What follows belongs to an exercise in optimizing a design on an open flow for small area, a short achievable clock period and few clock cycles; a production flow would make more cautious choices. RTL that was checked went through simulation tests only; none was proved equivalent to the original. Power figures rest on the tool's default switching activity, not on a simulated workload.

==> trial 85 <==
// CHIP
module CHIP (
    clk, rst_n,
    mem_read_D, mem_write_D, mem_addr_D, mem_wdata_D, mem_rdata_D, mem_ready_D,
    mem_read_I, mem_write_I, mem_addr_I, mem_wdata_I, mem_rdata_I, mem_ready_I,
    DCACHE_addr, DCACHE_wdata, DCACHE_wen
);
Settings: LEC_CHECK=0, ABC_CLOCK_PERIOD_IN_PS=4000, CAP_MARGIN=20, CORE_MARGIN=2, CORE_UTILIZATION=40, SETUP_SLACK_MARGIN=5.0, SLEW_MARGIN=20; clock period 9.0 ns.
run.sh (not shown) runs the stock make flow with config.mk's settings and CLKGATE_MAP_FILE= SYNTH_SCRIPT=/design/flow/synth_recipe.tcl, a recipe that flattens the netlist after the stock synthesis.
==> trial 15 (differences from trial 85) <==
--- a/flow/design.v
+++ b/flow/design.v
@@ -28,13 +28,12 @@
     localparam DL  = 4;               
     localparam DSB = 10;              
     localparam DTW = DSB;
     localparam MS_IDLE = 2'd0, MS_REQ = 2'd1, MS_WAIT = 2'd2;
     reg  [29:0] pc;                  
     reg         d_v;                 
-    reg         d_pj;                
     reg  [31:0] d_ir;
     reg  [29:0] d_pc1;               
     reg         e_v;                 
     reg  [4:0]  e_sa;                
     reg  [31:0] e_yv;                
     reg         e_sub, e_sra, e_srl, e_bne;
@@ -57,14 +56,12 @@
     reg  [31:0] rf [1:31];
     reg  [31:1] rv;                  
     wire freeze;                     
     reg  [127:0]   ic_data  [0:IW*IS-1];
     reg  [ITW-1:0] ic_tag   [0:IW*IS-1];
     reg            ic_valid [0:IW*IS-1];
-    reg  [3:0]     ic_jr    [0:IW*IS-1];    
-    reg  [3:0]     ic_jp    [0:IW*IS-1];    
     reg  [IS-1:0]  ic_lru;           
     reg  [27-ISB:0] ic_seg;          
     reg  [1:0]  is_st;
     reg         i_req;
     reg  [27:0] i_addr;
     wire [27:0]    f_line = pc[29:2];
@@ -241,14 +238,13 @@
     wire d_idle = (ds_st == D_IDLE);
     wire d_busy = (ds_st == D_RREQ) | (ds_st == D_RWAIT) | (ds_st == D_WB1) | (ds_st == D_WB2);
     wire d_rdy  = (ds_st == D_RWAIT) & mem_ready_D;
     wire m_rel  = m_ld & ~pl_v & ~(e_v & e_we & (e_rd == m_rd)) &
                   ~(d_v & ((d_use_rs & (d_rs == m_rd)) | (d_use_rt & (d_rt == m_rd)) | (d_we & (d_rd == m_rd))));
     wire d_go   = d_rdy & ~d_st & ~d_pl;                   
-    wire d_sblk = m_st & d_busy & (~m_hit | (m_hl == d_vi));    
-    assign freeze = m_acc & (d_sblk | (~m_hit & ~((m_st | m_rel) & d_idle & m_sh) & ~d_go));
+    assign freeze = m_acc & ((m_st & d_busy) | (~m_hit & ~((m_st | m_rel) & d_idle & m_sh) & ~d_go));
     wire m_pend = m_ld & ~m_hit & ~d_go;                         
     wire [31:0] m_ldv = d_go ? word_of(mem_rdata_D, m_wo) : m_hv;
     function [2:0] lru_touch;
         input [2:0] b;
         input [1:0] l;
         begin
@@ -295,13 +291,13 @@
     assign mem_write_I = 1'b0;
     assign mem_addr_I  = i_addr;
     assign mem_wdata_I = 128'd0;
     wire [31:0] d_mval = m_ld ? m_ldv : m_res;
     wire [31:0] d_fav  = d_fam ? e_res : (d_faw ? d_mval : d_rsv);
     wire [31:0] d_fbv  = d_fbm ? e_res : (d_fbw ? d_mval : d_rtv);
-    wire d_red  = d_v & ~d_haz & ((~d_pj & (d_j | d_jal | d_ret)) | d_bpt);
+    wire d_red  = d_v & ~d_haz & (d_j | d_jal | d_bpt | d_ret);
     wire [29:0] d_tgt = d_ret ? ras : (d_br ? d_btgt : d_jtgt);
     integer k;
     always @(posedge clk) begin
         if (!rst_n) begin
             pc   <= 30'd0;
             d_v  <= 1'b0;
@@ -350,24 +346,23 @@
             e_a   <= d_fav;
             e_b   <= d_fbv;
             e_rd  <= d_rd;
             if (!d_haz) begin
                 d_ir  <= f_ir;
                 d_pc1 <= f_pc1;
-                d_pj  <= f_isj | f_isr;
             end
             if (e_red) begin
                 pc  <= e_tgt;
                 d_v <= 1'b0;
             end else if (d_haz) begin
             end else if (d_red) begin
                 pc  <= d_tgt;
                 d_v <= 1'b0;
             end else begin
                 d_v <= f_ok;
-                if (f_ok) pc <= f_nxt;
+                if (f_ok) pc <= f_pc1;
             end
         end
     end
     wire        pl_wr = pl_w & ~w_we;                  
     wire        rf_we = w_we | pl_wr;
     wire [4:0]  rf_wa = w_we ? w_rd : pl_rd;
@@ -378,25 +373,13 @@
     always @(posedge clk) begin
         if (!rst_n) rv <= 31'd0;
         else if (rf_we && rf_wa != 5'd0) rv[rf_wa] <= 1'b1;
     end
     wire i_redirect = ~freeze & d_red;
     wire i_dem  = ~f_hit & ~i_redirect;
-    wire [3:0] i_jrm, i_jpm;
-    genvar gj;
-    generate for (gj = 0; gj < 4; gj = gj + 1) begin : g_jr
-        assign i_jrm[gj] = (mem_rdata_I[32*gj+26 +: 6] == 6'd0) & (mem_rdata_I[32*gj +: 6] == 6'b001000);
-        assign i_jpm[gj] = (mem_rdata_I[32*gj+27 +: 5] == 5'b00001);
-    end endgenerate
-    wire [3:0] f_jrm = f_h1 ? ic_jr[IS + f_idx] : ic_jr[f_idx];
-    wire       f_jmp = |(f_jrm & (4'b1111 << pc[1:0]));
-    wire [3:0] f_jpm = f_h1 ? ic_jp[IS + f_idx] : ic_jp[f_idx];
-    wire       f_isj = f_hit & f_jpm[pc[1:0]];
-    wire       f_isr = f_hit & f_jrm[pc[1:0]] & ~(d_v & (d_jal | d_jalr));
-    wire [29:0] f_nxt = f_isj ? {f_pc1[29:26], f_ir[25:0]} : (f_isr ? ras : f_pc1);
-    wire i_pref = f_hit & ~n_hit & ~n_out & ~i_redirect & ~f_jmp;
+    wire i_pref = f_hit & ~n_hit & ~n_out & ~i_redirect;
     wire i_ivw  = (IW == 2) ? (~ic_valid[i_addr[IIB-1:0]] ? 1'b0 : ~ic_valid[IS + i_addr[IIB-1:0]] ? 1'b1 : ic_lru[i_addr[IIB-1:0]]) : 1'b0;
     always @(posedge clk) begin
         if (!rst_n) begin
             is_st <= MS_IDLE;
             i_req <= 1'b0;
             for (k = 0; k < IW*IS; k = k + 1) ic_valid[k] <= 1'b0;
@@ -423,21 +406,17 @@
                             for (k = 0; k < IW*IS; k = k + 1) ic_valid[k] <= 1'b0;
                         end
                         if (IW == 2) begin
                             ic_data [{i_ivw, i_addr[IIB-1:0]}] <= mem_rdata_I;
                             ic_tag  [{i_ivw, i_addr[IIB-1:0]}] <= i_addr[ISB-1:IIB];
                             ic_valid[{i_ivw, i_addr[IIB-1:0]}] <= 1'b1;
-                            ic_jr   [{i_ivw, i_addr[IIB-1:0]}] <= i_jrm;
-                            ic_jp   [{i_ivw, i_addr[IIB-1:0]}] <= i_jpm;
                             ic_lru[i_addr[IIB-1:0]] <= ~i_ivw;
                         end else begin
                             ic_data [i_addr[IIB-1:0]] <= mem_rdata_I;
                             ic_tag  [i_addr[IIB-1:0]] <= i_addr[ISB-1:IIB];
                             ic_valid[i_addr[IIB-1:0]] <= 1'b1;
-                            ic_jr   [i_addr[IIB-1:0]] <= i_jrm;
-                            ic_jp   [i_addr[IIB-1:0]] <= i_jpm;
                         end
                     end
                 end
             endcase
         end
     end
@@ -450,13 +429,13 @@
             pl_v   <= 1'b0;
             pl_w   <= 1'b0;
             dc_seg <= {(28-DSB){1'b0}};
             for (k = 0; k < DL; k = k + 1) dc_valid[k] <= 1'b0;
             dc_lru <= 3'd0;
         end else begin
-            if (m_acc && m_hit && !d_sblk) begin
+            if (m_acc && m_hit && !(m_st && d_busy)) begin
                 dc_lru <= lru_touch(dc_lru, m_hl);
                 if (m_st) begin
                     dc_dirty[m_hl] <= 1'b1;
                     case (m_wo)
                         2'd0: dc_data[m_hl][31:0]   <= m_sd;
                         2'd1: dc_data[m_hl][63:32]  <= m_sd;
CORE_UTILIZATION = 45   (was 40)
==> trial 1 (differences from trial 85) <==
--- a/flow/design.v
+++ b/flow/design.v
@@ -28,13 +28,12 @@
     localparam DL  = 4;               
     localparam DSB = 10;              
     localparam DTW = DSB;
     localparam MS_IDLE = 2'd0, MS_REQ = 2'd1, MS_WAIT = 2'd2;
     reg  [29:0] pc;                  
     reg         d_v;                 
-    reg         d_pj;                
     reg  [31:0] d_ir;
     reg  [29:0] d_pc1;               
     reg         e_v;                 
     reg  [4:0]  e_sa;                
     reg  [31:0] e_yv;                
     reg         e_sub, e_sra, e_srl, e_bne;
@@ -58,13 +57,12 @@
     reg  [31:1] rv;                  
     wire freeze;                     
     reg  [127:0]   ic_data  [0:IW*IS-1];
     reg  [ITW-1:0] ic_tag   [0:IW*IS-1];
     reg            ic_valid [0:IW*IS-1];
     reg  [3:0]     ic_jr    [0:IW*IS-1];    
-    reg  [3:0]     ic_jp    [0:IW*IS-1];    
     reg  [IS-1:0]  ic_lru;           
     reg  [27-ISB:0] ic_seg;          
     reg  [1:0]  is_st;
     reg         i_req;
     reg  [27:0] i_addr;
     wire [27:0]    f_line = pc[29:2];
@@ -295,13 +293,13 @@
     assign mem_write_I = 1'b0;
     assign mem_addr_I  = i_addr;
     assign mem_wdata_I = 128'd0;
     wire [31:0] d_mval = m_ld ? m_ldv : m_res;
     wire [31:0] d_fav  = d_fam ? e_res : (d_faw ? d_mval : d_rsv);
     wire [31:0] d_fbv  = d_fbm ? e_res : (d_fbw ? d_mval : d_rtv);
-    wire d_red  = d_v & ~d_haz & ((~d_pj & (d_j | d_jal | d_ret)) | d_bpt);
+    wire d_red  = d_v & ~d_haz & (d_j | d_jal | d_bpt | d_ret);
     wire [29:0] d_tgt = d_ret ? ras : (d_br ? d_btgt : d_jtgt);
     integer k;
     always @(posedge clk) begin
         if (!rst_n) begin
             pc   <= 30'd0;
             d_v  <= 1'b0;
@@ -350,24 +348,23 @@
             e_a   <= d_fav;
             e_b   <= d_fbv;
             e_rd  <= d_rd;
             if (!d_haz) begin
                 d_ir  <= f_ir;
                 d_pc1 <= f_pc1;
-                d_pj  <= f_isj | f_isr;
             end
             if (e_red) begin
                 pc  <= e_tgt;
                 d_v <= 1'b0;
             end else if (d_haz) begin
             end else if (d_red) begin
                 pc  <= d_tgt;
                 d_v <= 1'b0;
             end else begin
                 d_v <= f_ok;
-                if (f_ok) pc <= f_nxt;
+                if (f_ok) pc <= f_pc1;
             end
         end
     end
     wire        pl_wr = pl_w & ~w_we;                  
     wire        rf_we = w_we | pl_wr;
     wire [4:0]  rf_wa = w_we ? w_rd : pl_rd;
@@ -378,24 +375,19 @@
     always @(posedge clk) begin
         if (!rst_n) rv <= 31'd0;
         else if (rf_we && rf_wa != 5'd0) rv[rf_wa] <= 1'b1;
     end
     wire i_redirect = ~freeze & d_red;
     wire i_dem  = ~f_hit & ~i_redirect;
-    wire [3:0] i_jrm, i_jpm;
+    wire [3:0] i_jrm;
     genvar gj;
     generate for (gj = 0; gj < 4; gj = gj + 1) begin : g_jr
         assign i_jrm[gj] = (mem_rdata_I[32*gj+26 +: 6] == 6'd0) & (mem_rdata_I[32*gj +: 6] == 6'b001000);
-        assign i_jpm[gj] = (mem_rdata_I[32*gj+27 +: 5] == 5'b00001);
     end endgenerate
     wire [3:0] f_jrm = f_h1 ? ic_jr[IS + f_idx] : ic_jr[f_idx];
     wire       f_jmp = |(f_jrm & (4'b1111 << pc[1:0]));
-    wire [3:0] f_jpm = f_h1 ? ic_jp[IS + f_idx] : ic_jp[f_idx];
-    wire       f_isj = f_hit & f_jpm[pc[1:0]];
-    wire       f_isr = f_hit & f_jrm[pc[1:0]] & ~(d_v & (d_jal | d_jalr));
-    wire [29:0] f_nxt = f_isj ? {f_pc1[29:26], f_ir[25:0]} : (f_isr ? ras : f_pc1);
     wire i_pref = f_hit & ~n_hit & ~n_out & ~i_redirect & ~f_jmp;
     wire i_ivw  = (IW == 2) ? (~ic_valid[i_addr[IIB-1:0]] ? 1'b0 : ~ic_valid[IS + i_addr[IIB-1:0]] ? 1'b1 : ic_lru[i_addr[IIB-1:0]]) : 1'b0;
     always @(posedge clk) begin
         if (!rst_n) begin
             is_st <= MS_IDLE;
             i_req <= 1'b0;
@@ -424,20 +416,18 @@
                         end
                         if (IW == 2) begin
                             ic_data [{i_ivw, i_addr[IIB-1:0]}] <= mem_rdata_I;
                             ic_tag  [{i_ivw, i_addr[IIB-1:0]}] <= i_addr[ISB-1:IIB];
                             ic_valid[{i_ivw, i_addr[IIB-1:0]}] <= 1'b1;
                             ic_jr   [{i_ivw, i_addr[IIB-1:0]}] <= i_jrm;
-                            ic_jp   [{i_ivw, i_addr[IIB-1:0]}] <= i_jpm;
                             ic_lru[i_addr[IIB-1:0]] <= ~i_ivw;
                         end else begin
                             ic_data [i_addr[IIB-1:0]] <= mem_rdata_I;
                             ic_tag  [i_addr[IIB-1:0]] <= i_addr[ISB-1:IIB];
                             ic_valid[i_addr[IIB-1:0]] <= 1'b1;
                             ic_jr   [i_addr[IIB-1:0]] <= i_jrm;
-                            ic_jp   [i_addr[IIB-1:0]] <= i_jpm;
                         end
                     end
                 end
             endcase
         end
     end
==> summary of the runs <==
Trial 85 completed without violations. Trial 15 ran to the end with no violations. Trial 1 produced a clean layout. The lowest worst hold slack belongs to trial 85, the highest to trial 1. Core utilization: trial 85 < trial 1 < trial 15. Against trial 15, the clock power of trial 1 is larger by about 3%. The highest setup slack belongs to trial 1, the lowest to trial 15. Cell count: trial 85 > trial 1 > trial 15.
Testbench counts of trial 1, summed over its fixed seeds: cycles 19,420.
The RTL of trial 85 and trial 15 was laid out without a check of its function.

## re-timing with driven ports
No port has a modelled driver above. Below, the same layouts with a new extraction and two added sets of constraints.
Step 1: set_driving_cell puts a clkbuf_16 on clk and a buf_2 on each other input, an assumption about the parent block.
Step 2 adds t to the input delays and takes it off the output delays; t is the mean of the earliest and latest rising clock arrival at the registers after step 1. Input paths then give back, and output paths get back, about the clock's delay inside the block.
Slacks: no drivers / after step 1 / after step 2; pairs: no drivers / after step 1.
run	shift t [ns]	setup WS [ns]	hold WS [ns]	worst register clock-pin slew, ns
trial 85	1.122	4.801 / 4.767 / 3.645	0.457 / 0.457 / 0.457	0.07 / 0.07
trial 15	1.054	4.774 / 4.774 / 4.061	0.465 / 0.465 / 0.465	0.07 / 0.07
trial 1	1.091	4.822 / 4.773 / 3.808	0.481 / 0.481 / 0.481	0.07 / 0.07
After both steps setup and hold are still met in every run listed. The setup slack of trial 85, which loses most, moves by -0.034 ns with the drivers and by -1.156 ns with both steps.
